Background: an optimization exercise with open tools, aiming at a short achievable clock period and few clock cycles. Do not read the settings as production practice.
Only simulation tests tie the RTL to the original design; equivalence was not proved.
Power is estimated from default activity; no workload was simulated.

==> flow/design.v <==
module SCPU (
    input        clk,       
    input        reset,     
    input [31:0] inst_in,   
    input [31:0] Data_in,   
    output        mem_w,      
    output [31:0] PC_out,     
    output [31:0] Addr_out,   
    output [31:0] Data_out,   
    input [4:0] reg_sel,   
    output [31:0] reg_data,   
    output [2:0] DMType_out,
    output MemRead_out
);
  wire        MemWrite;
  wire        MemRead;
  wire        RegWrite;   
  wire [ 5:0] EXTOp;   
  wire [ 4:0] ALUOp;   
  wire [ 2:0] NPCOp;   
  wire [ 1:0] WDSel;   
  wire [ 1:0] GPRSel;   
  wire        ALUSrc;   
  wire        Zero;   
  wire [31:0] NPC;   
  wire [ 4:0] rs1;   
  wire [ 4:0] rs2;   
  wire [ 4:0] rd;   
  wire [ 6:0] Op;   
  wire [ 6:0] Funct7;   
  wire [ 2:0] Funct3;   
  wire [11:0] Imm12;   
  wire [31:0] Imm32;   
  wire [19:0] IMM;   
  wire [ 4:0] A3;   
  reg  [31:0] WD;   
  wire [31:0] RD1, RD2;   
  wire [31:0] B;   
  wire [ 2:0] DMType;
  wire [ 4:0] iimm_shamt;
  wire [11:0] iimm, simm, bimm;
  wire [19:0] uimm, jimm;
  wire [31:0] immout;
  wire [31:0] aluout;
  assign B = (ALUSrc) ? immout : RD2;
  wire Stall;
  reg [31:0] ALU_A;   
  reg [31:0] ALU_B;
  reg [31:0] ALU_RD2;
  reg IF_ID_valid;
  reg IF_Flush;
  reg [31:0] IF_ID_PC, IF_ID_Inst;
  always @(posedge clk) begin
    if (reset) begin
      IF_ID_valid <= 0;
      IF_ID_Inst <= 32'h00000013;
    end else if (Stall) begin
      IF_ID_PC   <= IF_ID_PC;
      IF_ID_Inst <= IF_ID_Inst;
    end else if (IF_Flush) begin
      IF_ID_PC   <= 32'hffffffff;   
      IF_ID_Inst <= 32'h00000013;
    end else begin
      IF_ID_valid <= 1;
      IF_ID_PC <= PC_out;
      IF_ID_Inst <= inst_in;
    end
  end
  assign iimm_shamt = IF_ID_Inst[24:20];
  assign iimm = IF_ID_Inst[31:20];
  assign simm = {IF_ID_Inst[31:25], IF_ID_Inst[11:7]};
  assign bimm = {IF_ID_Inst[31], IF_ID_Inst[7], IF_ID_Inst[30:25], IF_ID_Inst[11:8]};
  assign uimm = IF_ID_Inst[31:12];
  assign jimm = {IF_ID_Inst[31], IF_ID_Inst[19:12], IF_ID_Inst[20], IF_ID_Inst[30:21]};
  assign Op = IF_ID_Inst[6:0];   
  assign Funct7 = IF_ID_Inst[31:25];   
  assign Funct3 = IF_ID_Inst[14:12];   
  assign rs1 = IF_ID_Inst[19:15];   
  assign rs2 = IF_ID_Inst[24:20];   
  assign rd = IF_ID_Inst[11:7];   
  assign Imm12 = IF_ID_Inst[31:20];   
  assign IMM = IF_ID_Inst[31:12];   
  reg ID_EX_valid;
  reg [31:0] ID_EX_PC, ID_EX_RD1, ID_EX_RD2, ID_EX_Imm, ID_EX_Inst;
  reg [4:0] ID_EX_rs1, ID_EX_rs2, ID_EX_rd;
  reg [4:0] ID_EX_ALUOp;
  reg [2:0] ID_EX_NPCOp;
  reg ID_EX_ALUSrc, ID_EX_RegWrite, ID_EX_MemWrite, ID_EX_MemRead;
  reg [1:0] ID_EX_WDSel;
  reg [2:0] ID_EX_DMType;
  always @(posedge clk) begin
    if (reset) begin
      ID_EX_valid <= 0;
      ID_EX_NPCOp <= 3'b000;   
      ID_EX_PC <= 0;
      ID_EX_RegWrite <= 0;
      ID_EX_MemWrite <= 0;
      ID_EX_MemRead <= 0;
      ID_EX_rd <= 0;
    end   
    else if (Stall) begin
      ID_EX_Inst <= 32'h00000013;
      ID_EX_PC <= 32'hffffffff;
      ID_EX_NPCOp <= 3'b000;   
      ID_EX_MemRead <= 0;
      ID_EX_ALUOp <= 0;
      ID_EX_RegWrite <= 0;
      ID_EX_DMType <= 0;
      ID_EX_MemWrite <= 0;
      ID_EX_rd <= 0;
      ID_EX_rs1 <= 0;
      ID_EX_rs2 <= 0;
      ID_EX_WDSel <= 0;
    end else begin   
      ID_EX_Inst <= IF_ID_Inst;
      ID_EX_valid <= IF_ID_valid;
      ID_EX_PC <= IF_ID_PC;   
      ID_EX_RD1 <= RD1;
      ID_EX_RD2 <= RD2;
      ID_EX_Imm <= immout;
      ID_EX_rs1 <= rs1;
      ID_EX_rs2 <= rs2;
      ID_EX_rd <= rd;
      ID_EX_ALUOp <= ALUOp;
      ID_EX_ALUSrc <= ALUSrc;
      ID_EX_RegWrite <= RegWrite;
      ID_EX_WDSel <= WDSel;
      ID_EX_DMType <= DMType;
      ID_EX_MemWrite <= MemWrite;
      ID_EX_NPCOp <= NPCOp;
      ID_EX_MemRead <= MemRead;
    end
  end
  reg EX_MEM_valid;
  reg [31:0] EX_MEM_ALUResult, EX_MEM_RD2, EX_MEM_PC, EX_MEM_Inst;
  reg [4:0] EX_MEM_rd;
  reg EX_MEM_RegWrite, EX_MEM_MemWrite, EX_MEM_MemRead;
  reg [2:0] EX_MEM_NPCOp;
  reg [1:0] EX_MEM_WDSel;
  reg [2:0] EX_MEM_DMType;
  always @(posedge clk) begin
    if (reset) begin
      EX_MEM_valid <= 0;
      EX_MEM_RegWrite <= 0;
      EX_MEM_MemWrite <= 0;
      EX_MEM_MemRead <= 0;
      EX_MEM_rd <= 0;
    end
    else if (0) begin
      EX_MEM_Inst <= 32'h00000013;
      EX_MEM_PC   <= 32'hffffffff;
    end else begin
      EX_MEM_Inst <= ID_EX_Inst;
      EX_MEM_valid <= ID_EX_valid;
      EX_MEM_PC <= ID_EX_PC;   
      EX_MEM_ALUResult <= (ID_EX_WDSel == 2'b10) ? ID_EX_PC + 32'd4 : aluout;
      EX_MEM_NPCOp <= NPCOp;
      EX_MEM_RD2 <= ALU_RD2;   
      EX_MEM_rd <= ID_EX_rd;
      EX_MEM_RegWrite <= ID_EX_RegWrite;
      EX_MEM_MemWrite <= ID_EX_MemWrite;
      EX_MEM_WDSel <= ID_EX_WDSel;
      EX_MEM_DMType <= ID_EX_DMType;
      EX_MEM_MemRead <= ID_EX_MemRead;
    end
  end
  reg MEM_WB_valid;
  reg [31:0] MEM_WB_MemData, MEM_WB_ALUResult, MEM_WB_PC, MEM_WB_RD2, MEM_WB_Inst;
  reg [4:0] MEM_WB_rd;
  reg MEM_WB_RegWrite, MEM_WB_MemWrite, MEM_WB_MemRead;
  reg [1:0] MEM_WB_WDSel;
  always @(posedge clk) begin
    if (reset) begin
      MEM_WB_valid <= 0;
      MEM_WB_RegWrite <= 0;
      MEM_WB_MemRead <= 0;
      MEM_WB_rd <= 0;
    end
    else begin
      MEM_WB_Inst <= EX_MEM_Inst;
      MEM_WB_PC <= EX_MEM_PC;
      MEM_WB_valid <= EX_MEM_valid;
      MEM_WB_MemData <= Data_in;  
      MEM_WB_ALUResult <= EX_MEM_ALUResult;
      MEM_WB_rd <= EX_MEM_rd;
      MEM_WB_RD2 <= EX_MEM_RD2;
      MEM_WB_RegWrite <= EX_MEM_RegWrite;
      MEM_WB_WDSel <= EX_MEM_WDSel;
      MEM_WB_MemWrite <= EX_MEM_MemWrite;
      MEM_WB_MemRead <= EX_MEM_MemRead;
    end
  end
  ctrl U_ctrl (
      .Op(Op),
      .Funct7(Funct7),
      .Funct3(Funct3),
      .Zero(Zero),
      .RegWrite(RegWrite),
      .MemWrite(MemWrite),
      .EXTOp(EXTOp),
      .ALUOp(ALUOp),
      .NPCOp(NPCOp),
      .ALUSrc(ALUSrc),
      .GPRSel(GPRSel),
      .WDSel(WDSel),
      .DMType(DMType),
      .MemRead(MemRead)
  );
  PC U_PC (
      .clk(clk),
      .rst(reset),
      .NPC(NPC),
      .PC(PC_out),
      .Stall(Stall)
  );
  reg [31:0] True_PC_for_next;
  reg [2:0] True_NPCOp;
  wire Can_Branch;
  always @* begin
    case (NPCOp)
      3'b100, 3'b010: begin
        True_PC_for_next <= IF_ID_PC;
        True_NPCOp <= NPCOp;
      end
      3'b001: begin
        if (Can_Branch == 1) begin
          True_PC_for_next <= IF_ID_PC;
          True_NPCOp <= NPCOp;
        end else begin
          True_PC_for_next <= PC_out;
          True_NPCOp <= 3'b000;
        end
      end
      default: begin
        True_PC_for_next <= PC_out;
        True_NPCOp <= 3'b000;
      end
    endcase
  end
  reg  [31:0] RD1_For_Jalr;
  wire [31:0] jalr_next = RD1_For_Jalr + immout;
  always @* begin
    case (NPCOp)
      3'b100: IF_Flush = 1'b1;
      3'b010: IF_Flush = 1'b1;
      3'b001: begin
        if (Can_Branch == 1) IF_Flush = 1'b1;
        else IF_Flush = 1'b0;
      end
      default:   IF_Flush = 1'b0;
    endcase
  end
  NPC U_NPC (
      .PC(True_PC_for_next),
      .NPCOp(True_NPCOp),
      .IMM(immout),
      .aluout(jalr_next),
      .NPC(NPC)
  );
  EXT U_EXT (
      .iimm_shamt(iimm_shamt),
      .iimm(iimm),
      .simm(simm),
      .bimm(bimm),
      .uimm(uimm),
      .jimm(jimm),
      .EXTOp(EXTOp),
      .immout(immout)
  );
  RF U_RF (
      .clk(clk),
      .rst(reset),
      .RFWr(MEM_WB_RegWrite),
      .A1(rs1),
      .A2(rs2),
      .A3(MEM_WB_rd),
      .WD(WD),   
      .RD1(RD1),
      .RD2(RD2),
      .reg_sel(reg_sel),
      .reg_data(reg_data)
  );
  always @(*) begin
    if (ID_EX_ALUSrc) ALU_B = ID_EX_Imm;
    else ALU_B = ALU_RD2;
  end
  alu U_alu (
      .A(ALU_A),
      .B(ALU_B),   
      .ALUOp(ID_EX_ALUOp),
      .C(aluout),
      .Zero(Zero),
      .PC(ID_EX_PC)
  );
  reg  [31:0] ALU_A_Btype;
  reg  [31:0] ALU_B_Btype;
  reg [31:0] ALU_RD2_Btype;
  always @(*) begin
    if (ALUSrc) ALU_B_Btype = immout;
    else ALU_B_Btype = ALU_RD2_Btype;
  end
  wire [31:0] not_used;
  alu U_alu_Btype (
      .A(ALU_A_Btype),
      .B(ALU_B_Btype),
      .ALUOp(ALUOp),
      .C(not_used),
      .Zero(Can_Branch),
      .PC(IF_ID_PC)
  );
  assign Addr_out = EX_MEM_ALUResult;  
  assign Data_out = EX_MEM_RD2;      
  assign mem_w = EX_MEM_MemWrite;    
  assign DMType_out = EX_MEM_DMType;
  assign MemRead_out = EX_MEM_MemRead;
  always @* begin
    case (MEM_WB_WDSel)
      2'b00: WD = MEM_WB_ALUResult;
      2'b01: WD = MEM_WB_MemData;
      2'b10:  WD = MEM_WB_PC + 4;
      default:        WD = 32'hffffffff;
    endcase
  end
  wire [3:0] ForwardA;
  wire [3:0] ForwardB;
  Forward_unit U_Forward_unit (
      .ID_EX_rs1(ID_EX_rs1),
      .ID_EX_rs2(ID_EX_rs2),
      .EX_MEM_rd(EX_MEM_rd),
      .MEM_WB_rd(MEM_WB_rd),
      .EX_MEM_RegWrite(EX_MEM_RegWrite),
      .MEM_WB_RegWrite(MEM_WB_RegWrite),
      .NPCOp(NPCOp),
      .rs1(rs1),
      .rs2(rs2),
      .ForwardA(ForwardA),
      .ForwardB(ForwardB),
      .EX_MEM_MemRead(EX_MEM_MemRead),
      .MEM_WB_MemRead(MEM_WB_MemRead)
  );
  Hazard_detection U_Hazard_Detection (
      .ID_EX_MemRead (ID_EX_MemRead),
      .EX_MEM_MemRead(EX_MEM_MemRead),
      .ID_EX_RegWrite(ID_EX_RegWrite),
      .rs1           (rs1),
      .rs2           (rs2),
      .ID_EX_rd      (ID_EX_rd),
      .EX_MEM_rd     (EX_MEM_rd),
      .Stall         (Stall),
      .NPCOp         (NPCOp)
  );
  always @(*) begin
    case (ForwardA[1:0])
      2'b00: ALU_A <= ID_EX_RD1;
      2'b01: ALU_A <= WD;
      2'b10: ALU_A <= EX_MEM_ALUResult;
      default ALU_A <= ID_EX_RD1;
    endcase
    case (ForwardB[1:0])
      2'b00: ALU_RD2 <= ID_EX_RD2;
      2'b01: ALU_RD2 <= WD;
      2'b10: ALU_RD2 <= EX_MEM_ALUResult;
      default ALU_RD2 <= ID_EX_RD2;
    endcase
  end
  always @(*) begin
    case (ForwardA[3:2])
      2'b00:   ALU_A_Btype = RD1;
      2'b01:   ALU_A_Btype = MEM_WB_MemData;
      2'b10:   ALU_A_Btype = EX_MEM_ALUResult;
      default: ALU_A_Btype = RD1;
    endcase
    case (ForwardB[3:2])
      2'b00:   ALU_RD2_Btype = RD2;
      2'b01:   ALU_RD2_Btype = MEM_WB_MemData;
      2'b10:   ALU_RD2_Btype = EX_MEM_ALUResult;
      default: ALU_RD2_Btype = RD2;
    endcase
  end
  always @(*) begin
    case (ForwardA[3:2])
      2'b00:   RD1_For_Jalr = RD1;
      2'b01:   RD1_For_Jalr = WD;
      2'b10:   RD1_For_Jalr = EX_MEM_ALUResult;
      default: RD1_For_Jalr = RD1;
    endcase
  end
endmodule
module ctrl (
    Op,
    Funct7,
    Funct3,
    Zero,
    RegWrite,
    MemWrite,
    EXTOp,
    ALUOp,
    NPCOp,
    ALUSrc,
    GPRSel,
    WDSel,
    DMType,
    MemRead
);
  input [6:0] Op;   
  input [6:0] Funct7;   
  input [2:0] Funct3;   
  input Zero;
  output RegWrite;   
  output MemWrite;   
  output [5:0] EXTOp;   
  output [4:0] ALUOp;   
  output [2:0] NPCOp;   
  output ALUSrc;   
  output [2:0] DMType;
  output [1:0] GPRSel;   
  output [1:0] WDSel;   
  output MemRead;
  wire is_rtype = (Op == 7'b0110011);
  wire is_itype_l = (Op == 7'b0000011);   
  wire is_itype_r = (Op == 7'b0010011);   
  wire is_stype = (Op == 7'b0100011);
  wire is_sbtype = (Op == 7'b1100011);
  wire is_jal = (Op == 7'b1101111);
  wire is_jalr = (Op == 7'b1100111);
  wire is_lui = (Op == 7'b0110111);
  wire is_auipc = (Op == 7'b0010111);
  wire is_add = is_rtype & (Funct3 == 3'b000) & (Funct7 == 7'b0000000);
  wire is_sub = is_rtype & (Funct3 == 3'b000) & (Funct7 == 7'b0100000);
  wire is_or = is_rtype & (Funct3 == 3'b110) & (Funct7 == 7'b0000000);
  wire is_and = is_rtype & (Funct3 == 3'b111) & (Funct7 == 7'b0000000);
  wire is_xor = is_rtype & (Funct3 == 3'b100) & (Funct7 == 7'b0000000);
  wire is_sll = is_rtype & (Funct3 == 3'b001) & (Funct7 == 7'b0000000);
  wire is_slt = is_rtype & (Funct3 == 3'b010) & (Funct7 == 7'b0000000);
  wire is_sltu = is_rtype & (Funct3 == 3'b011) & (Funct7 == 7'b0000000);
  wire is_sra = is_rtype & (Funct3 == 3'b101) & (Funct7 == 7'b0100000);
  wire is_srl = is_rtype & (Funct3 == 3'b101) & (Funct7 == 7'b0000000);
  wire is_lw = is_itype_l & (Funct3 == 3'b010);
  wire is_lb = is_itype_l & (Funct3 == 3'b000);
  wire is_lh = is_itype_l & (Funct3 == 3'b001);
  wire is_lbu = is_itype_l & (Funct3 == 3'b100);
  wire is_lhu = is_itype_l & (Funct3 == 3'b101);
  wire is_addi = is_itype_r & (Funct3 == 3'b000);
  wire is_ori = is_itype_r & (Funct3 == 3'b110);
  wire is_andi = is_itype_r & (Funct3 == 3'b111);
  wire is_xori = is_itype_r & (Funct3 == 3'b100);
  wire is_slli = is_itype_r & (Funct3 == 3'b001) & (Funct7 == 7'b0000000);
  wire is_slti = is_itype_r & (Funct3 == 3'b010);
  wire is_sltiu = is_itype_r & (Funct3 == 3'b011);
  wire is_srai = is_itype_r & (Funct3 == 3'b101) & (Funct7 == 7'b0100000);
  wire is_srli = is_itype_r & (Funct3 == 3'b101) & (Funct7 == 7'b0000000);
  wire is_sw = is_stype & (Funct3 == 3'b010);
  wire is_sb = is_stype & (Funct3 == 3'b000);
  wire is_sh = is_stype & (Funct3 == 3'b001);
  wire is_beq = is_sbtype & (Funct3 == 3'b000);
  wire is_blt = is_sbtype & (Funct3 == 3'b100);
  wire is_bltu = is_sbtype & (Funct3 == 3'b110);
  wire is_bne = is_sbtype & (Funct3 == 3'b001);
  wire is_bge = is_sbtype & (Funct3 == 3'b101);
  wire is_bgeu = is_sbtype & (Funct3 == 3'b111);
  assign RegWrite = is_rtype | is_itype_r | is_jalr | is_jal | is_lui | is_auipc | is_itype_l;
  assign MemWrite = is_stype;
  assign ALUSrc = is_itype_r | is_stype | is_jal | is_jalr | is_itype_l | is_lui | is_auipc;
  assign EXTOp[5] = is_slli | is_srli | is_srai;
  assign EXTOp[4] = is_itype_l | is_addi | is_ori | is_andi | is_xori | is_jalr | is_slti | is_sltiu;
  assign EXTOp[3] = is_stype;
  assign EXTOp[2] = is_sbtype && Zero;
  assign EXTOp[1] = is_lui | is_auipc;
  assign EXTOp[0] = is_jal;
  assign WDSel[0] = is_itype_l;
  assign WDSel[1] = is_jal | is_jalr;
  assign NPCOp[0] = is_sbtype;
  assign NPCOp[1] = is_jal;
  assign NPCOp[2] = is_jalr;
  assign ALUOp[0] = is_itype_l | is_stype | is_addi | is_ori | is_add | is_or | is_lui | is_slli | is_sll | is_sltu | is_sltiu | is_jalr | is_bne | is_bge | is_bgeu | is_sra | is_srai;
  assign ALUOp[1] = is_jalr | is_itype_l | is_stype | is_add | is_addi | is_and | is_andi | is_auipc | is_slli | is_sll | is_slt | is_sltu | is_slti | is_sltiu | is_blt | is_bge;
  assign ALUOp[2] = is_andi | is_and | is_ori | is_or | is_sub | is_xori | is_xor | is_slli | is_sll | is_blt | is_bne | is_bge | is_beq;
  assign ALUOp[3] = is_andi | is_and | is_ori | is_or | is_xori | is_xor | is_slli | is_sll | is_slt | is_sltu | is_slti | is_sltiu | is_bltu | is_bgeu;
  assign ALUOp[4] = is_sra | is_srl | is_srai | is_srli;
  assign DMType[0] = is_lh | is_sh | is_sb | is_lb;
  assign DMType[1] = is_lhu | is_sb | is_lb;
  assign DMType[2] = is_lbu;
  assign MemRead = is_itype_l;
endmodule
module EXT (
    input [4:0] iimm_shamt,
    input [11:0] iimm,   
    input [11:0] simm,   
    input [11:0] bimm,   
    input [19:0] uimm,
    input [19:0] jimm,
    input [5:0] EXTOp,
    output reg [31:0] immout
);
  always @(*)
    case (EXTOp)
      6'b100000: immout = {27'b0, iimm_shamt[4:0]};
      6'b010000: immout = {{20{iimm[11]}}, iimm[11:0]};
      6'b001000: immout = {{20{simm[11]}}, simm[11:0]};
      6'b000100: immout = {{19{bimm[11]}}, bimm[11:0], 1'b0};
      6'b000010: immout = {uimm[19:0], 12'b0};
      6'b000001: immout = {{11{jimm[19]}}, jimm[19:0], 1'b0};
      default: immout = 32'h0;
    endcase
endmodule
module Forward_unit (
    input  [4:0] ID_EX_rs1,         
    input  [4:0] ID_EX_rs2,         
    input  [4:0] EX_MEM_rd,         
    input  [4:0] MEM_WB_rd,         
    input        EX_MEM_RegWrite,   
    input        MEM_WB_RegWrite,   
    input EX_MEM_MemRead,
    input MEM_WB_MemRead,
    input  [2:0] NPCOp,
    input  [4:0] rs1,
    input [4:0] rs2,
    output [3:0] ForwardA,
    output [3:0] ForwardB
);
  wire EX_MEM_ForwardA = (EX_MEM_rd != 0) && (EX_MEM_rd == ID_EX_rs1) && EX_MEM_RegWrite && (!EX_MEM_MemRead);
  wire MEM_WB_ForwardA = (MEM_WB_rd != 0) && (MEM_WB_rd == ID_EX_rs1) && (MEM_WB_RegWrite || MEM_WB_MemRead) && !EX_MEM_ForwardA;
  wire ID_EX_ForwardA = (EX_MEM_rd != 0) && (EX_MEM_rd == rs1) && (EX_MEM_RegWrite) && (!EX_MEM_MemRead) && (NPCOp == 3'b001 || NPCOp == 3'b100);
  wire ID_MEM_ForwardA = (MEM_WB_rd != 0) && (MEM_WB_rd == rs1) && MEM_WB_MemRead && (NPCOp == 3'b001 || NPCOp == 3'b100) && !ID_EX_ForwardA;
  wire EX_MEM_ForwardB = (EX_MEM_rd != 0) && (EX_MEM_rd == ID_EX_rs2) && EX_MEM_RegWrite;
  wire MEM_WB_ForwardB = (MEM_WB_rd != 0) && (MEM_WB_rd == ID_EX_rs2) && (MEM_WB_RegWrite || MEM_WB_MemRead) && !EX_MEM_ForwardB;
  wire ID_EX_ForwardB = (EX_MEM_rd != 0) && (EX_MEM_rd == rs2) && (EX_MEM_RegWrite) && (!EX_MEM_MemRead) && (NPCOp == 3'b001 || NPCOp == 3'b100);
  wire ID_MEM_ForwardB = (MEM_WB_rd != 0) && (MEM_WB_rd == rs2) && MEM_WB_MemRead && (NPCOp == 3'b001 || NPCOp == 3'b100) && !ID_EX_ForwardB;
  assign ForwardA = {ID_EX_ForwardA, ID_MEM_ForwardA, EX_MEM_ForwardA, MEM_WB_ForwardA};
  assign ForwardB = {ID_EX_ForwardB, ID_MEM_ForwardB, EX_MEM_ForwardB, MEM_WB_ForwardB};
endmodule
module Hazard_detection (
    input            ID_EX_MemRead,
    input            EX_MEM_MemRead,
    input            ID_EX_RegWrite,
    input      [4:0] rs1,
    input      [4:0] rs2,
    input      [4:0] ID_EX_rd,
    input      [4:0] EX_MEM_rd,
    input      [2:0] NPCOp,
    output reg       Stall
);
  always @(*) begin
    Stall = 1'b0;   
    if (ID_EX_MemRead && (ID_EX_rd != 5'd0) && ((ID_EX_rd == rs1) || (ID_EX_rd == rs2))) begin
      Stall = 1'b1;
    end
    if ((NPCOp == 3'b001 || NPCOp == 3'b100) &&
      ID_EX_RegWrite && (ID_EX_rd != 5'd0) &&
      ((ID_EX_rd == rs1) || (ID_EX_rd == rs2))) begin
      Stall = 1'b1;
    end
    if (EX_MEM_MemRead && (EX_MEM_rd != 5'd0) && ((EX_MEM_rd == rs1) || (EX_MEM_rd == rs2))) begin
      Stall = 1'b1;
    end
  end
endmodule
module NPC(PC, NPCOp, IMM, NPC,aluout);   
   input  [31:0] PC;         
   input  [2:0]  NPCOp;      
   input  [31:0] IMM;        
	input [31:0] aluout;
   output reg [31:0] NPC;    
   wire [31:0] PCPLUS4;
   assign PCPLUS4 = PC + 4;  
   always @(*) begin
      case (NPCOp)
          3'b000:  NPC = PCPLUS4;
          3'b001: NPC = PC+IMM;
          3'b010:   NPC = PC+IMM;
		  3'b100:	NPC =aluout;
          default:     NPC = PCPLUS4;
      endcase
   end  
endmodule
module PC (
    clk,
    rst,
    NPC,
    PC,
    Stall
);
  input clk;
  input rst;
  input [31:0] NPC;
  input Stall;
  output reg [31:0] PC;
  always @(posedge clk, posedge rst)
    if (rst) PC <= 32'h0000_0000;
    else if (Stall == 0) PC <= NPC;
endmodule
module RF (
    input         clk,
    input         rst,
    input         RFWr,
    input  [ 4:0] A1,
    A2,
    A3,
    input  [31:0] WD,
    output [31:0] RD1,
    RD2,
    input  [ 4:0] reg_sel,
    output [31:0] reg_data
);
  reg [31:0] rf[31:0];
  integer i;
  always @(posedge clk, posedge rst)
    if (rst) begin   
      for (i = 1; i < 32; i = i + 1) rf[i] <= 0;   
    end else if (RFWr && A3) begin
      rf[A3] <= WD;
    end
  assign RD1 = (A1 == 0) ? 32'b0 : (RFWr && A1 == A3) ? WD : rf[A1];
  assign RD2 = (A2 == 0) ? 32'b0 : (RFWr && A2 == A3) ? WD : rf[A2];
  assign reg_data = (reg_sel != 0) ? rf[reg_sel] : 0;
endmodule
module alu (
    A,
    B,
    ALUOp,
    C,
    Zero,
    PC
);
  input signed [31:0] A, B;
  input [4:0] ALUOp;
  input [31:0] PC;
  output reg signed [31:0] C;
  output Zero;
  integer    i;
  always @(*) begin
    case (ALUOp)
      5'b00000: C = A;
      5'b00001: C = B;
      5'b00010: C = PC + B;
      5'b00011: C = A + B;
      5'b00100: C = A - B;
      5'b00101: C = {31'b0, (A == B)};
      5'b00110: C = {31'b0, (A >= B)};
      5'b00111: C = {31'b0, (A < B)};
      5'b01000: C = {31'b0, ($unsigned(A) >= $unsigned(B))};
      5'b01001: C = {31'b0, ($unsigned(A) < $unsigned(B))};
      5'b01010: C = {31'b0, (A < B)};
      5'b01011: C = {31'b0, ($unsigned(A) < $unsigned(B))};
      5'b01100: C = A ^ B;
      5'b01101: C = A | B;
      5'b01110: C = A & B;
      5'b01111: C = A << B[4:0];
      5'b10000: C = A >> B[4:0];
      5'b10001: C = A >>> B[4:0];
      default: C = 32'b0;
    endcase
  end   
  assign Zero = (C == 32'b0);
endmodule
==> flow/run.sh <==
#!/bin/bash
# synth_recipe.tcl (not shown) runs the flow's synth.tcl, then flattens the netlist and writes it again
# the make line also repeats each setting of config.mk as NAME=value (left out here)
make -C /OpenROAD-flow-scripts/flow DESIGN_CONFIG=/design/flow/config.mk WORK_HOME=/design/flow/orfs CLKGATE_MAP_FILE= SYNTH_SCRIPT=/design/flow/synth_recipe.tcl finish
==> flow/config.mk <==
export PLATFORM = sky130hd
export DESIGN_NAME = SCPU
export DESIGN_NICKNAME = SCPU
export VERILOG_FILES = /design/flow/design.v
export SDC_FILE = /design/flow/constraint.sdc
export NUM_CORES = 8
export LEC_CHECK = 0
export CAP_MARGIN = 20
export CORE_MARGIN = 2
export CORE_UTILIZATION = 25
export PLACE_DENSITY = 0.4
export SETUP_SLACK_MARGIN = 0.5
export SLEW_MARGIN = 20
==> flow/constraint.sdc <==
create_clock -name core_clock -period 15.0 [get_ports {clk}]
set_input_delay 3.0000 -clock core_clock [delete_from_list [all_inputs] [get_ports {clk}]]
set_output_delay 3.0000 -clock core_clock [all_outputs]
set_load 0.01 [all_outputs]
==> flow_summary_export.csv, run 1 <==
group,metric,value,unit
global_route,grt_pass1_vias,104000,
global_route,grt_max_degree,163,
pwr,pwr_density_cell,105,nW/µm²
logic_synthesis,ys_top_cells_by_area,"dfrtp_1 27%, edfxtp_1 11%, o21ai_0 6.9%",
floorplanning,placementRows,226,
clocking,cts_buffers,180,
critical_path,cp_common_cell,"buf_4",
critical_path,end_kind,"register",
placement,dp.cells,17000,
logic_synthesis,ys_seq_elements,1459,
placement,hpwl,507000,µm
clocking,htree_levels,4,
floorplanning,die_area,385000,µm²
finish,layout_common_cells,"1508 x nand2_1, 1353 x buf_4, 1276 x o21ai_0",
timing,worst_pin_slew,1380,ps
global_route,grt_pass1_wl,982000,µm
critical_path,crit_type,"register to register",
logic_synthesis,syn_avg_cell_area,8.36,µm²
logic_synthesis,synth_edf_count,348,
logic_synthesis,synthCells,11400,
timing,rsz0062_at_grt,"false",
timing,slew_violations,0,
logic_synthesis,synth_warnings,8,
clocking,cts_buffer_depth,4,
flow_run,max-cap-violations,0,
critical_path,crit_path_max_incr_delay,910,ps
floorplanning,ioPinCount,204,
timing,fin_tns_setup,0,ps
logic_synthesis,ys.flop_type,"dfrtp_1",
clocking,clk_latency,980,ps
detailed_routing,drt-initial-drc-count,21800,
placement,dp_slack,-181,ps
timing,max_freq,70.6,MHz
logic_synthesis,yosys.area.top_type,"dfrtp_1",
floorplanning,die_x,621,µm
timing,post-route-worst-setup-slack,831,ps
clocking,cts_tree,"done",
critical_path,crit_arrival,14940,ps
logic_synthesis,synth_nets,11700,
timing,skew,132,ps
floorplanning,die_h,621,µm
logic_synthesis,synth_top_area_share,26.9,%
finish,stdcell_area,120000,µm²
logic_synthesis,ys_types,107,
placement,place_area,112000,µm²
critical_path,cp-start-kind,"register",
logic_synthesis,seq_area_frac_synth,39.8,%
detailed_routing,routed_wl,748000,µm
finish,fin_util,31.6,%
timing,post-route-period-util,94.5,%
critical_path,critPathMaxFanout,15,
clocking,holdBufCountCts,0,
timing,slew_headroom,7.81,%
detailed_routing,viasPerCell,6.56,
global_route,grt_overflow,0,
floorplanning,core_area,379000,µm²
clocking,clkTransAtPathRegs,60,ps
placement,place.gp.congestion,1.04,
clocking,root_buffer,"clkbuf_16",
outcome,outcome,"complete, no violations",
detailed_routing,drt_pass1_iterations,15,
pwr,leakage,50.2,nW
detailed_routing,vias,114000,
finish,layout_commonest_cell,"nand2_1",
critical_path,cp.required,15770,ps
global_route,gr-usage-all-layers,37.4,%
detailed_routing,drc,0,
finish,drive_above_1_share,17.9,%
finish,num-nets-final,12500,
detailed_routing,final_antenna_net_count,0,
logic_synthesis,synth_area,95100,µm²
finish,layout.cells.non_filler,17400,
clocking,cts_num_sinks,1459,
detailed_routing,wl_per_cell,42.9,µm
global_route,antenna_found_initial,111,
floorplanning,start_util,25.1,%
finish,syn_to_final_growth,26.0,%
timing,whs,417,ps
logic_synthesis,synth-async-reset-ratio,70.2,%
timing,fin_crit,14170,ps
pwr,vdd_drop_max,0.0832,mV
timing,hold_viol,0,
timing,setup_viol,0,
critical_path,cp_slowest_cell,"a21oi_1",
hold_path,hold_path_class,"register to register",
pwr,total_power,12.6,mW
placement,numPortBuffers,203,
==> power breakdown <==
| part | switching (mW) | total, mW | internal, mW | leakage, nW |
|---|---|---|---|---|
| clock network | 2.05 | 4.74 | 2.69 | 2.98 |
| logic | 2.23 | 3.39 | 1.15 | 28.7 |
| registers | 0.249 | 4.47 | 4.23 | 18.5 |
==> cells in the mapped netlist (25+ instances only) <==
master / instances
buf_1: 71
o21a_1: 31
nand2b_1: 96
o22ai_1: 60
nand3b_1: 25
or2_2: 32
or4_1: 61
a2111oi_0: 94
a22oi_1: 662
nor3_1: 178
xnor2_1: 101
a221o_1: 33
o21ai_0: 1303
dfrtp_1: 1024
o2111ai_1: 25
nand2_1: 1527
ha_1: 228
o31ai_1: 33
mux2_2: 39
or3_1: 53
a211oi_1: 86
a21oi_1: 508
inv_1: 253
clkbuf_1: 888
xor2_1: 66
and2_1: 45
a31oi_1: 77
a22o_1: 201
and3_1: 366
dfxtp_1: 87
nor2b_1: 69
a221oi_1: 250
a222oi_1: 73
nor4_1: 82
o221ai_1: 33
a21o_1: 77
buf_2: 40
o211ai_1: 96
nand4_1: 251
nor2_1: 750
mux2i_1: 127
nand3_1: 480
edfxtp_1: 348
==> kinds of logic (layout without fill, tap and decap cells) <==
family                     Yosys count  in the layout  synth area share (%)
and+or+nand+nor                   4112           4113                  20.6
AOI/OAI and AO/OA                 3964           3964                  28.0
DFF                               1459           1459                  39.8
buffers and inverters             1262           2209                  5.06
adders and majority gates          234            234                  3.13
muxes                              172            172                  1.92
xor gates and xnor gates           168            168                  1.56
other                                0             89                     0
==> worst max-delay path: cells and delay by family, from the launching register on <==
family	cells	cell delay, ps
xor+xnor	2	460
fa+ha+maj	3	940
compound gates	26	5880
simple gates	19	4220
buf+inv	12	2020
mux	1	110
flops	1	340
==> path summary, 6_finish.rpt <==
| path | from | to | slack [ps] | cells after the start |
|---|---|---|---|---|
| min in group asynchronous | reset | U_PC.PC[2]$_DFFE_PP0N_ | 2370 | 2 |
| max in group asynchronous | reset | U_RF.rf[1][13]$_DFFE_PP0P_ | 9520 | 6 |
| worst min register to register | EX_MEM_PC[3]$_DFFE_PN_ | MEM_WB_PC[3]$_DFFE_PN_ | 420 | 0 |
| worst min-delay path | EX_MEM_PC[3]$_DFFE_PN_ | MEM_WB_PC[3]$_DFFE_PN_ | 420 | 0 |
| worst max register to register | EX_MEM_RegWrite$_SDFF_PP0_ | U_PC.PC[31]$_DFFE_PP0N_ | 830 | 63 |
| worst max-delay path | EX_MEM_RegWrite$_SDFF_PP0_ | U_PC.PC[31]$_DFFE_PP0N_ | 830 | 63 |
==> per-layer routing <==
layer	global-route usage [%]	part of all wire, %	wire length [µm]
met1	48.5	40	296000
met2	51.7	39	295000
met3	13.5	12	93300
met4	24.8	8.5	63500
met5	0.0631	0.077	577
==> registers in the layout (all words and copies together) (netlist names), 32 cells and up <==
signal            cells
EX_MEM_PC            32
MEM_WB_MemData       32
MEM_WB_ALUResult     32
ID_EX_RD1            32
U_PC.PC              32
IF_ID_Inst           32
MEM_WB_PC            32
ID_EX_Imm            32
IF_ID_PC             32
EX_MEM_RD2           32
ID_EX_RD2            32
EX_MEM_ALUResult     32
ID_EX_PC             32
U_RF.rf             992
==> final cells by class <==
type | count | area [µm²]
antenna | 89 | 223
clock buffer | 253 | 5210
clock inverter | 75 | 902
fill | 39700 | 259000
inverter | 257 | 975
multi-input combinational | 8651 | 54900
sequential | 1459 | 37800
tap | 5016 | 6280
timing repair buffer | 1624 | 13500
==> timing repair <==
action                     CTS  global route
gates resized for setup     57           197
setup endpoints to repair   10            16
cloned                       1             0
pin swaps                    8            74
setup buffers                3            30
Testbench counts, summed over its fixed seeds: cycles 86,218.
==> run 2, diff against run 1 <==
==> flow/design.v (replaced) <==
module SCPU (
    input        clk,       
    input        reset,     
    input [31:0] inst_in,   
    input [31:0] Data_in,   
    output        mem_w,      
    output [31:0] PC_out,     
    output [31:0] Addr_out,   
    output [31:0] Data_out,   
    input [4:0] reg_sel,   
    output [31:0] reg_data,   
    output [2:0] DMType_out,
    output MemRead_out
);
  reg        v;    
  reg [31:0] pc;   
  reg [31:0] ir;
  wire [4:0] op = ir[6:2];
  wire [2:0] f3 = ir[14:12];
  wire [4:0] rs1 = ir[19:15];
  wire [4:0] rs2 = ir[24:20];
  wire [4:0] rd = ir[11:7];
  wire is_lui   = (op == 5'b01101);
  wire is_auipc = (op == 5'b00101);
  wire is_jal   = (op == 5'b11011);
  wire is_jalr  = (op == 5'b11001);
  wire is_br    = (op == 5'b11000);
  wire is_ld    = (op == 5'b00000);
  wire is_st    = (op == 5'b01000);
  wire is_opi   = (op == 5'b00100);
  wire is_op    = (op == 5'b01100);
  wire [31:0] imm_i = {{20{ir[31]}}, ir[31:20]};
  wire [31:0] imm_s = {{20{ir[31]}}, ir[31:25], ir[11:7]};
  wire [31:0] imm_b = {{19{ir[31]}}, ir[31], ir[7], ir[30:25], ir[11:8], 1'b0};
  wire [31:0] imm_u = {ir[31:12], 12'b0};
  wire [31:0] imm_j = {{11{ir[31]}}, ir[31], ir[19:12], ir[20], ir[30:21], 1'b0};
  wire [31:0] rv1, rv2;
  wire        rf_we;
  wire [31:0] rf_wd;
  RF U_RF (
      .clk(clk),
      .rst(reset),
      .we(rf_we),
      .A1(rs1),
      .A2(rs2),
      .A3(rd),
      .WD(rf_wd),
      .RD1(rv1),
      .RD2(rv2),
      .reg_sel(reg_sel),
      .reg_data(reg_data)
  );
  wire [31:0] alu_b = is_op ? rv2 : imm_i;
  wire [31:0] alu_c;
  alu U_alu (
      .A(rv1),
      .B(alu_b),
      .f3(f3),
      .sub(is_op & ir[30]),
      .sra(ir[30]),
      .C(alu_c)
  );
  wire [31:0] pc4 = pc + 32'd4;
  wire [31:0] result = is_lui ? imm_u :
                       is_auipc ? pc + imm_u :
                       (is_jal | is_jalr) ? pc4 :
                       is_ld ? Data_in : alu_c;
  assign rf_we = v & (rd != 5'd0) & ~is_br & ~is_st;
  assign rf_wd = result;
  wire br_eq  = (rv1 == rv2);
  wire br_lt  = {~rv1[31], rv1[30:0]} < {~rv2[31], rv2[30:0]};
  wire br_ltu = rv1 < rv2;
  reg  br_c;
  always @(*) begin
    case ({f3[2], f3[1]})
      2'b00:   br_c = br_eq;
      2'b10:   br_c = br_lt;
      default: br_c = br_ltu;
    endcase
  end
  wire taken = is_jal | (is_br & (br_c ^ f3[0]));
  wire [31:0] tgt_pc = pc + (is_jal ? imm_j : imm_b);
  wire [31:0] tgt_jalr = (rv1 + imm_i) & ~32'd1;
  wire [31:0] npc = is_jalr ? tgt_jalr : taken ? tgt_pc : pc4;
  assign PC_out = v ? npc : pc;
  always @(posedge clk, posedge reset)
    if (reset) begin
      v  <= 1'b0;
      pc <= 32'b0;
    end else begin
      v  <= 1'b1;
      pc <= PC_out;
    end
  always @(posedge clk) ir <= inst_in;
  assign Addr_out = rv1 + (is_st ? imm_s : imm_i);
  assign Data_out = rv2;
  assign mem_w = v & is_st;
  assign MemRead_out = v & is_ld;
  assign DMType_out = f3[2] ? {~f3[0], f3[0], 1'b0} :
                      f3[1] ? 3'b000 : {1'b0, ~f3[0], 1'b1};
endmodule
module RF (
    input         clk,
    input         rst,
    input         we,
    input  [ 4:0] A1,
    input  [ 4:0] A2,
    input  [ 4:0] A3,
    input  [31:0] WD,
    output [31:0] RD1,
    output [31:0] RD2,
    input  [ 4:0] reg_sel,
    output [31:0] reg_data
);
  reg  [31:0] rf[1:31];
  wire [31:0] rv[0:31];
  assign rv[0] = 32'b0;
  genvar g;
  generate
    for (g = 1; g < 32; g = g + 1) begin : gr
      always @(posedge clk, posedge rst)
        if (rst) rf[g] <= 32'b0;
        else if (we && A3 == g) rf[g] <= WD;
      assign rv[g] = rf[g];
    end
  endgenerate
  assign RD1 = rv[A1];
  assign RD2 = rv[A2];
  assign reg_data = rv[reg_sel];
endmodule
module alu (
    input  [31:0] A,
    input  [31:0] B,
    input  [ 2:0] f3,
    input         sub,    
    input         sra,    
    output reg [31:0] C
);
  wire [31:0] sum = sub ? A - B : A + B;
  wire lt  = {~A[31], A[30:0]} < {~B[31], B[30:0]};
  wire ltu = A < B;
  wire signed [32:0] sx = {sra & A[31], A};
  wire [32:0] sr = sx >>> B[4:0];
  always @(*) begin
    case (f3)
      3'd0: C = sum;
      3'd1: C = A << B[4:0];
      3'd2: C = {31'b0, lt};
      3'd3: C = {31'b0, ltu};
      3'd4: C = A ^ B;
      3'd5: C = sr[31:0];
      3'd6: C = A | B;
      default: C = A & B;
    endcase
  end
endmodule
==> flow_summary_export.csv, run 2 <==
group,metric,value,unit
outcome,outcome,"complete, no violations",
logic_synthesis,synthCells,8645,
floorplanning,core_area,297000,µm²
detailed_routing,drt-initial-drc-count,15100,
logic_synthesis,ys_top_cells_by_area,"dfrtp_1 34%, a22oi_1 8.0%, mux2_2 7.3%",
pwr,pwr_density_cell,144,nW/µm²
clocking,clk_latency,900,ps
placement,dp.cells,12300,
finish,drive_above_1_share,15.8,%
detailed_routing,vias,86700,
detailed_routing,drt_pass1_iterations,10,
detailed_routing,viasPerCell,6.84,
clocking,clkTransAtPathRegs,50,ps
timing,worst_pin_slew,1340,ps
hold_path,worstHoldPathCells,2,
finish,layout_commonest_cell,"dfrtp_1",
placement,hpwl,382000,µm
logic_synthesis,synth_area,74800,µm²
global_route,grt_max_degree,140,
logic_synthesis,yosys-top-cells-count,"1025 x dfrtp_1, 888 x nand2_1, 795 x a22oi_1",
logic_synthesis,synth-async-reset-ratio,97.2,%
timing,hold_viol,0,
critical_path,crit_arrival,9800,ps
placement,dp_slack,3370,ps
clocking,cts_setup_buffers,0,
logic_synthesis,synth_warnings,4,
global_route,gr-usage-all-layers,37.4,%
detailed_routing,final_antenna_net_count,0,
logic_synthesis,ys_types,105,
critical_path,end_kind,"output pin",
detailed_routing,wl_per_cell,46.5,µm
detailed_routing,drc,0,
timing,max_freq,78.1,MHz
floorplanning,die_x,551,µm
floorplanning,start_util,25.2,%
placement,place.gp.congestion,1.02,
clocking,cts_buffer_depth,4,
detailed_routing,routed_wl,589000,µm
logic_synthesis,yosys.area.top_type,"dfrtp_1",
finish,largest-register,"U_RF.rf",
timing,skew,123,ps
timing,post-route-worst-setup-slack,2200,ps
clocking,cts_resized,0,
floorplanning,die_h,551,µm
finish,largest_reg_flops,992,
timing,slew_headroom,10.8,%
hold_path,min-delay-start,"U_RF.rf[21][3]$_DFFE_PP0P_",
clocking,cts_buffers,144,
finish,layout_common_cells,"1024 x dfrtp_1, 855 x nand2_1, 794 x a22oi_1",
hold_path,hold_path_class,"register to register",
timing,fin_crit,12800,ps
clocking,htree_levels,4,
critical_path,cp.required,12000,ps
pwr,leakage,36.9,nW
finish,reg_top3,"U_RF.rf x992, pc x32, ir x30",
floorplanning,placementRows,200,
critical_path,cp-start-kind,"register",
critical_path,r2r-start,"ir[23]$_DFF_P_",
logic_synthesis,synth_nets,8939,
flow_run,max-cap-violations,0,
finish,fillers,31500,
floorplanning,die_area,303000,µm²
timing,setup_viol,0,
critical_path,crit_type,"register to output pin",
finish,layout.cells.non_filler,12700,
critical_path,critPathMaxFanout,24,
logic_synthesis,yosysMostFrequentCell,"dfrtp_1",
placement,place_area,82600,µm²
global_route,antenna_found_initial,77,
timing,slew_violations,0,
placement,numPortBuffers,201,
finish,num-nets-final,8853,
pwr,vdd_drop_max,0.0838,mV
finish,stdcell_area,87600,µm²
timing,rsz0062_at_grt,"false",
logic_synthesis,ys.flop_type,"dfrtp_1",
pwr,total_power,12.6,mW
timing,fin_tns_setup,0,ps
clocking,root_buffer,"clkbuf_16",
logic_synthesis,syn_avg_cell_area,8.65,µm²
logic_synthesis,seq_area_frac_synth,35.1,%
logic_synthesis,synth_edf_count,0,
logic_synthesis,ys_seq_elements,1055,
logic_synthesis,synth_top_area_share,34.3,%
timing,post-route-period-util,85.3,%
global_route,grt_pass1_wl,770000,µm
clocking,cts_tree,"done",
global_route,grt_pass1_vias,79400,
critical_path,r2r_cells,24,
global_route,grt_overflow,0,
finish,syn_to_final_growth,17.1,%
clocking,holdBufCountCts,0,
floorplanning,ioPinCount,204,
clocking,cts_num_sinks,1055,
critical_path,cp-startpoint,"ir[19]$_DFF_P_",
==> run 2: cell types whose count changed after synthesis, moves of 203 or more <==
cell      delta
clkbuf_1   -203
edfxtp_1   -348
mux2_2     +445
nand2_1    -639
nor2_1     -375
o21ai_0    -520
==> run 2: path summary, 6_finish.rpt <==
check	to	slack (ps)
max	PC_out[21]	2200
min	U_RF.rf[21][3]$_DFFE_PP0P_	540
max reg2reg	U_RF.rf[4][31]$_DFFE_PP0P_	4980
min reg2reg	U_RF.rf[21][3]$_DFFE_PP0P_	540
max in group asynchronous	U_RF.rf[4][31]$_DFFE_PP0P_	9540
min in group asynchronous	U_RF.rf[29][12]$_DFFE_PP0P_	2510
==> run 2: per-layer routing <==
layer  share of wire (%)  GRT usage (%)  vias up
li1                    -              -    32900
met3                  13           14.4     2559
met5                0.12          0.938        -
met2                  40           52.5     7942
met1                  38           45.9    43300
met4                 9.2           28.1       49
==> run 2: power breakdown <==
group          internal (mW)  total (mW)  leakage [nW]  switching [mW]
Combinational           1.49        4.22          22.4            2.73
Clock                   2.10        3.59          2.31            1.49
Sequential              3.59        4.82          12.2            1.23
Total                   7.18        12.6          36.9            5.45
==> run 2: logic make-up (layout without fill, tap and decap cells) <==
family          after synthesis  after routing  share of synthesized area [%]
mux                         539            539                           8.08
other cells                   1             72                        0.00502
compound gates             2971           2971                           27.6
simple gates               2715           2715                           18.3
xor+xnor                    149            149                           1.75
buf+inv                     992           1004                           5.42
flops                      1055           1055                           35.1
fa+ha+maj                   223            223                           3.79
==> run 2: final cells by class <==
class / instances / area (µm²) / area share [%]
flip-flops and latches: 1055 / 26300 / 30.0
inverters: 170 / 642 / 0.733
diodes: 71 / 178 / 0.203
multi-input cells: 6598 / 45700 / 52.2
clock buffers: 202 / 4190 / 4.78
clock inverters: 42 / 522 / 0.596
well taps: 3939 / 4930 / 5.63
repair buffers: 590 / 5120 / 5.85
==> run 2: critical path, cell delays in order (launching register included) <==
cell	delay (ps)
dfxtp_2	790
buf_4	440
nand2_1	610
nor2_4	900
buf_4	720
a22oi_1	150
and4_1	320
nand3_1	220
buf_4	420
ha_1	230
a21o_1	110
a21o_1	110
a2111oi_0	90
o31a_1	300
o21ai_0	780
nand2_1	240
a21oi_1	230
o31a_2	590
buf_4	410
nand2_1	90
o211ai_1	120
o211ai_1	110
o21ai_0	240
clkdlybuf4s50_1	630
==> run 2: per-stage QoR <==
step	util [%]	hold WS, ps
5_1_grt	29.4	563
2_1_floorplan	-	477
4_1_cts	29.4	534
6_report	29.5	543
3_5_place_dp	27.8	521
3_3_place_gp	27.8	509
Testbench counts of run 2, summed over its fixed seeds: cycles 49,715.

## afterwards: timing with drivers on the ports
The results above use ideal ports. As a check the final layouts listed here were re-extracted and re-timed, cells and wires unchanged.
Step 1, drivers: a clkbuf_16 drives clk and a buf_2 each remaining input, both assumed.
Step 2 moves the port delays by t, midway between the first and last clock arrival at a register: inputs arrive t later, outputs are due t later. That takes back most of the time a late clock gives input paths.
Slacks: no drivers / after step 1 / after step 2; pairs: no drivers / after step 1.
run	t (ns)	slack for setup (ns)	worst setup path after step 2	latest minus earliest clock arrival (ns)	worst data-port slew with drivers (ns)
run 1	1.018	0.831 / 0.831 / 0.831	register to register	0.139 / 0.139	0.12
run 2	0.950	2.200 / 2.089 / 3.039	register to output	0.122 / 0.123	0.17
After both steps setup and hold are still met in every run listed.
